Background: an optimization exercise with open tools, aiming at small area and a short achievable clock period. Do not read the settings as production practice. In this exercise RTL edits were held to simulation tests only and were not proved equivalent to the original. No activity file was given, so power comes from the tool's default toggle rates.

==> flow/design.v <==
module project3_frame(
  input        CLOCK_50,
  input        RESET_N,
  input  [3:0] KEY,
  output [6:0] HEX0,
  output [6:0] HEX1,
  output [9:0] LEDR,
  output [13:0] imem_addr,
  input  [31:0] imem_data,
  output [13:0] dmem_addr,
  output [31:0] dmem_wdata,
  output dmem_we,
  output dmem_re,
  input  [31:0] dmem_rdata
);
  wire clk = CLOCK_50;
  wire reset = !RESET_N;
  reg [31:0] pc;
  reg        take;         
  reg [31:0] tgt;
  reg        ab;           
  reg        fl_v;         
  reg [31:0] fl_inst;
  reg        fl_ab;        
  reg [15:0] fl_oh1, fl_oh2;  
  reg        fl_hitj1, fl_hitj2;  
  reg        fl_hitk1, fl_hitk2;  
  reg        sb;           
  reg        d_isbr, d_isjmp, d_rd, d_wr, d_wreg;
  reg [3:0]  d_wregno;
  reg [31:0] d_r1;         
  reg [31:0] d_b;          
  reg [31:0] d_y;          
  reg        d_sub;
  reg [1:0]  d_ct;         
  reg [3:0]  d_tt;         
  reg        d_ssum, d_scmp, d_sshr, d_sshl, d_sy;
  reg        m_rd, m_wr, m_wreg;
  reg [3:0]  m_wregno;
  reg [31:0] m_alu, m_r2;
  reg        w_hexwe, w_ledwe;
  reg [9:0]  w_data;
  reg [7:0]  hex;
  reg [9:0]  ledr;
  reg [31:0] regs [0:15];
  reg [15:0] rvalid;
  wire [31:0] inst_f = imem_data;
  wire f_isbj = (inst_f[31:29] == 3'b001);
  wire f_isbr = (inst_f[31:28] == 4'b0010);
  wire [31:0] pc_f = take ? tgt : pc;
  wire [31:0] pc4, tgt4;
  genvar gp;
  generate
    for (gp = 0; gp < 32; gp = gp + 1) begin : g_inc
      if (gp < 2) begin : g_lo
        assign pc4[gp] = pc[gp];
        assign tgt4[gp] = tgt[gp];
      end else if (gp == 2) begin : g_b2
        assign pc4[gp] = !pc[gp];
        assign tgt4[gp] = !tgt[gp];
      end else begin : g_hi
        assign pc4[gp] = pc[gp] ^ (&pc[gp-1:2]);
        assign tgt4[gp] = tgt[gp] ^ (&tgt[gp-1:2]);
      end
    end
  endgenerate
  wire [31:0] pcplus = take ? tgt4 : pc4;
  assign imem_addr = pc_f[15:2];
  wire        br_cond;
  wire [31:0] jt;
  wire [31:0] aluout;
  always @(posedge clk or posedge reset) begin
    if (reset) begin
      pc <= 32'h100;
      take <= 1'b0;
      ab <= 1'b0;
      fl_v <= 1'b0;
    end else begin
      if (!ab) pc <= pcplus;
      else pc <= pc_f;
      take <= ab && (d_isjmp || (d_isbr && br_cond));
      if (!ab) begin
        if (f_isbj) ab <= 1'b1;
      end else if (d_isbr || d_isjmp) begin
        ab <= f_isbr;
      end
      fl_v <= !(ab && !f_isbr);
    end
  end
  always @(posedge clk) begin
    tgt <= d_isjmp ? jt : d_y;
    fl_inst <= inst_f;
    fl_ab <= ab;
    fl_oh1 <= 16'd1 << inst_f[7:4];
    fl_oh2 <= 16'd1 << inst_f[3:0];
    fl_hitj1 <= wreg_next && (wregno_d == inst_f[7:4]);
    fl_hitj2 <= wreg_next && (wregno_d == inst_f[3:0]);
    fl_hitk1 <= d_wreg && (d_wregno == inst_f[7:4]);
    fl_hitk2 <= d_wreg && (d_wregno == inst_f[3:0]);
  end
  wire [31:0] inst = fl_inst;
  wire v = fl_v;
  wire [5:0] op1 = inst[31:26];
  wire [7:0] op2 = inst[25:18];
  wire [3:0] rd_f = inst[11:8];
  wire [3:0] rs = inst[7:4];
  wire [3:0] rt = inst[3:0];
  wire is_br_d  = v && (inst[31:28] == 4'b0010);
  wire is_jmp_d = v && (inst[31:28] == 4'b0011);
  wire is_lw_d  = v && (op1 == 6'b010010);
  wire is_sw_d  = v && (op1 == 6'b011010);
  wire alur_d   = !v || (op1 == 6'b000000);
  wire writes_rt = is_lw_d || (v && inst[31]) || is_jmp_d;
  wire wr_reg_d = writes_rt || alur_d;
  wire [3:0] wregno_d = writes_rt ? rt : (v ? rd_f : 4'd0);
  reg useimm_d, sub_d, ssum_d, scmp_d, sshr_d, sshl_d;
  reg [3:0] tt_d;
  always @* begin
    useimm_d = 1'b0;
    sub_d = 1'b0;
    ssum_d = 1'b0;
    scmp_d = 1'b0;
    sshr_d = 1'b0;
    sshl_d = 1'b0;
    tt_d = 4'b0000;
    if (v && op1 == 6'b000000) begin
      case (op2)
        8'b00001000, 8'b00001001, 8'b00001010, 8'b00001011: begin scmp_d = 1'b1; sub_d = 1'b1; end
        8'b00100000:  ssum_d = 1'b1;
        8'b00101000:  begin ssum_d = 1'b1; sub_d = 1'b1; end
        8'b00100100:  tt_d = 4'b1000;
        8'b00100101:   tt_d = 4'b1110;
        8'b00100110:  tt_d = 4'b0110;
        8'b00101100: tt_d = 4'b0111;
        8'b00101101:  tt_d = 4'b0001;
        8'b00101110: tt_d = 4'b1001;
        8'b00110000: sshr_d = 1'b1;
        8'b00110001: sshl_d = 1'b1;
        default: ;
      endcase
    end else if (v) begin
      case (op1)
        6'b010010, 6'b011010, 6'b100000: begin ssum_d = 1'b1; useimm_d = 1'b1; end
        6'b100100: begin tt_d = 4'b1000; useimm_d = 1'b1; end
        6'b100101:  begin tt_d = 4'b1110; useimm_d = 1'b1; end
        6'b100110: begin tt_d = 4'b0110; useimm_d = 1'b1; end
        default: ;
      endcase
      if (inst[31:28] == 4'b0010) sub_d = 1'b1;
    end
  end
  wire sy_d = v && (op1 == 6'b001100);
  wire hitk1 = fl_hitk1;    
  wire hitk2 = fl_hitk2;    
  wire wreg_next = !sb && wr_reg_d;    
  wire [15:0] sel1 = rvalid & fl_oh1 & {16{!hitk1}};
  wire [15:0] sel2 = rvalid & fl_oh2 & {16{!hitk2}};
  reg [31:0] rv1, rv2;
  integer j;
  always @* begin
    rv1 = {32{hitk1}} & m_alu;
    rv2 = {32{hitk2}} & m_alu;
    for (j = 0; j < 16; j = j + 1) begin
      rv1 = rv1 | ({32{sel1[j]}} & regs[j]);
      rv2 = rv2 | ({32{sel2[j]}} & regs[j]);
    end
  end
  wire [31:0] simm_d = {{16{inst[23]}}, inst[23:8]};
  wire useb_imm = useimm_d || is_jmp_d;
  wire [31:0] immx_d = is_jmp_d ? {simm_d[29:0], 2'b00} : simm_d;
  wire [31:0] b_d = useb_imm ? immx_d : (sub_d ? ~rv2 : rv2);
  wire [31:0] pcp_d = fl_ab ? pc4 : pc;
  wire [31:0] bt_d = pcp_d + {simm_d[29:0], 2'b00};
  wire [31:0] y_d = (inst[31:28] == 4'b0010) ? bt_d : pcp_d;
  wire hitj1 = fl_hitj1;    
  wire hitj2 = fl_hitj2;    
  wire [31:0] rv1_rev, alu_rev;
  genvar gr;
  generate
    for (gr = 0; gr < 32; gr = gr + 1) begin : g_rev1
      assign rv1_rev[gr] = rv1[31 - gr];
      assign alu_rev[gr] = aluout[31 - gr];
    end
  endgenerate
  wire [31:0] r1_d = hitj1 ? (sshl_d ? alu_rev : aluout) : (sshl_d ? rv1_rev : rv1);
  wire [31:0] r2_d = hitj2 ? aluout : rv2;
  wire [31:0] bb_d = (hitj2 && !useb_imm) ? (aluout ^ {32{sub_d}}) : b_d;
  always @(posedge clk or posedge reset) begin
    if (reset) begin
      sb <= 1'b0;
      d_isbr <= 1'b0;
      d_isjmp <= 1'b0;
      d_rd <= 1'b0;
      d_wr <= 1'b0;
      d_wreg <= 1'b0;
    end else begin
      d_isbr <= !sb && is_br_d;
      d_isjmp <= !sb && is_jmp_d;
      d_rd <= !sb && is_lw_d;
      d_wr <= !sb && is_sw_d;
      d_wreg <= wreg_next;
      if (!sb) sb <= is_br_d || is_jmp_d;
      else if (d_isbr || d_isjmp) sb <= 1'b0;
    end
  end
  always @(posedge clk) begin
    d_wregno <= wregno_d;
    d_r1 <= r1_d;
    d_b <= bb_d;
    d_y <= is_sw_d ? r2_d : y_d;
    d_sub <= sub_d;
    d_ct <= (inst[31:28] == 4'b0010) ? op1[1:0] : op2[1:0];
    d_tt <= tt_d;
    d_ssum <= ssum_d;
    d_scmp <= scmp_d;
    d_sshr <= sshr_d;
    d_sshl <= sshl_d;
    d_sy <= sy_d;
  end
  wire [31:0] r1 = d_r1;
  wire [31:0] r2 = d_y;                                    
  wire [31:0] b  = d_b;                                    
  wire [32:0] sum_c = {r1, 1'b1} + {b, d_sub};
  wire [31:0] sum = sum_c[32:1];
  wire [31:0] xr = r1 ^ b;
  wire eq = &xr;                                           
  wire lt = {~r1[31], r1[30:0]} < {b[31], ~b[30:0]};    
  reg cmp;
  always @* begin
    case (d_ct)
      2'd0: cmp = eq;
      2'd1: cmp = lt;
      2'd2: cmp = lt | eq;
      default: cmp = !eq;
    endcase
  end
  wire big = |b[31:5];
  wire [31:0] shres_rev;
  wire [31:0] shres = r1 >> b[4:0];
  genvar gs;
  generate
    for (gs = 0; gs < 32; gs = gs + 1) begin : g_rev2
      assign shres_rev[gs] = shres[31 - gs];
    end
  endgenerate
  wire [31:0] shr = big ? 32'd0 : shres;
  wire [31:0] shl = big ? 32'd0 : shres_rev;
  wire [31:0] lut;
  genvar gi;
  generate
    for (gi = 0; gi < 32; gi = gi + 1) begin : g_lut
      assign lut[gi] = d_tt[{r1[gi], b[gi]}];
    end
  endgenerate
  assign aluout = ({32{d_ssum}} & sum) | lut |
                       ({32{d_sshr}} & shr) | ({32{d_sshl}} & shl) |
                       ({32{d_sy}} & d_y) | {31'd0, d_scmp & cmp};
  assign br_cond = cmp;
  assign jt = sum;
  always @(posedge clk or posedge reset) begin
    if (reset) begin
      m_rd <= 1'b0;
      m_wr <= 1'b0;
      m_wreg <= 1'b0;
    end else begin
      m_rd <= d_rd;
      m_wr <= d_wr;
      m_wreg <= d_wreg;
    end
  end
  always @(posedge clk) begin
    m_wregno <= d_wregno;
    m_alu <= aluout;
    m_r2 <= r2;
  end
  assign dmem_addr = m_alu[15:2];
  assign dmem_wdata = m_r2;
  assign dmem_we = m_wr;
  assign dmem_re = m_rd;
  wire io_hi = (m_alu[31:8] == 24'hFFFFF0);
  wire [31:0] rdval = (io_hi && m_alu[7:0] == 8'h80) ? {28'd0, ~KEY} : dmem_rdata;
  wire [31:0] wbval = m_rd ? rdval : m_alu;
  integer k;
  always @(posedge clk) begin
    for (k = 0; k < 16; k = k + 1)
      if (m_wreg && m_wregno == k) regs[k] <= wbval;
  end
  always @(posedge clk or posedge reset) begin
    if (reset) begin
      rvalid <= 16'd0;
      w_hexwe <= 1'b0;
      w_ledwe <= 1'b0;
    end else begin
      if (m_wreg) rvalid[m_wregno] <= 1'b1;
      w_hexwe <= m_wr && io_hi && m_alu[7:0] == 8'h00;
      w_ledwe <= m_wr && io_hi && m_alu[7:0] == 8'h20;
    end
  end
  always @(posedge clk) begin
    w_data <= m_r2[9:0];
  end
  always @(posedge clk or posedge reset) begin
    if (reset) begin
      hex <= 8'hAD;
      ledr <= 10'd0;
    end else begin
      if (w_hexwe) hex <= w_data[7:0];
      if (w_ledwe) ledr <= w_data;
    end
  end
  assign HEX0 = {3'b000, hex[3:0]};
  assign HEX1 = {3'b000, hex[7:4]};
  assign LEDR = ledr;
endmodule
clock: 8.0 ns
lec_check: 0
cap_margin: 20
core_margin: 2
core_utilization: 50
cts_cluster_diameter: 100
cts_cluster_size: 22
setup_slack_margin: 4.5
slew_margin: 20
run.sh (not shown) runs the stock make flow with config.mk's settings and CLKGATE_MAP_FILE= SYNTH_SCRIPT=/design/flow/synth_recipe.tcl, a recipe that flattens the netlist after the stock synthesis.
Change:
--- a/flow/design.v
+++ b/flow/design.v
@@ -19,4 +19,5 @@
   reg        take;         
   reg [31:0] tgt;
+  reg [13:0] ia;           
   reg        ab;           
   reg        fl_v;         
@@ -66,18 +67,22 @@
   endgenerate
   wire [31:0] pcplus = take ? tgt4 : pc4;
-  assign imem_addr = pc_f[15:2];
+  assign imem_addr = ia;
   wire        br_cond;
   wire [31:0] jt;
   wire [31:0] aluout;
+  wire        take_next = ab && (d_isjmp || (d_isbr && br_cond));
+  wire [31:0] tgt_next = d_isjmp ? jt : d_y;
+  wire [31:0] pc_next = ab ? pc_f : pcplus;
   always @(posedge clk or posedge reset) begin
     if (reset) begin
       pc <= 32'h100;
       take <= 1'b0;
+      ia <= 32'h100 >> 2;
       ab <= 1'b0;
       fl_v <= 1'b0;
     end else begin
-      if (!ab) pc <= pcplus;
-      else pc <= pc_f;
-      take <= ab && (d_isjmp || (d_isbr && br_cond));
+      pc <= pc_next;
+      take <= take_next;
+      ia <= take_next ? tgt_next[15:2] : pc_next[15:2];
       if (!ab) begin
         if (f_isbj) ab <= 1'b1;
@@ -89,5 +94,5 @@
   end
   always @(posedge clk) begin
-    tgt <= d_isjmp ? jt : d_y;
+    tgt <= tgt_next;
     fl_inst <= inst_f;
     fl_ab <= ab;
Effect: Die area rose slightly. Fmax rose slightly. Count of clock-buffer cells in the layout rose by 2. Non-clock buffer count fell by 11. Clock power is about the same. Synthesized cell count rose slightly. Power fell slightly. Routed wire length rose slightly.

## re-timing with driven ports
How much do the figures lean on ideal ports? The routed layouts below were timed once more, with nothing changed but the port constraints.
Step 1, drivers: a clkbuf_16 drives CLOCK_50 and a buf_2 each remaining input, both assumed.
Step 2 adds t to the input delays and takes it off the output delays; t is the mean of the earliest and latest rising clock arrival at the registers after step 1. Input paths then give back, and output paths get back, about the clock's delay inside the block.
Slacks: ideal / step 1 / step 2; pairs: ideal / step 1.
run	shift t [ns]	setup slack, ns	worst hold slack (ns)
the first run	0.720	3.985 / 3.985 / 3.985	0.359 / 0.359 / 0.359
the second run	0.715	4.013 / 4.013 / 4.013	0.345 / 0.345 / 0.345
After both steps setup and hold are still met in every run listed.
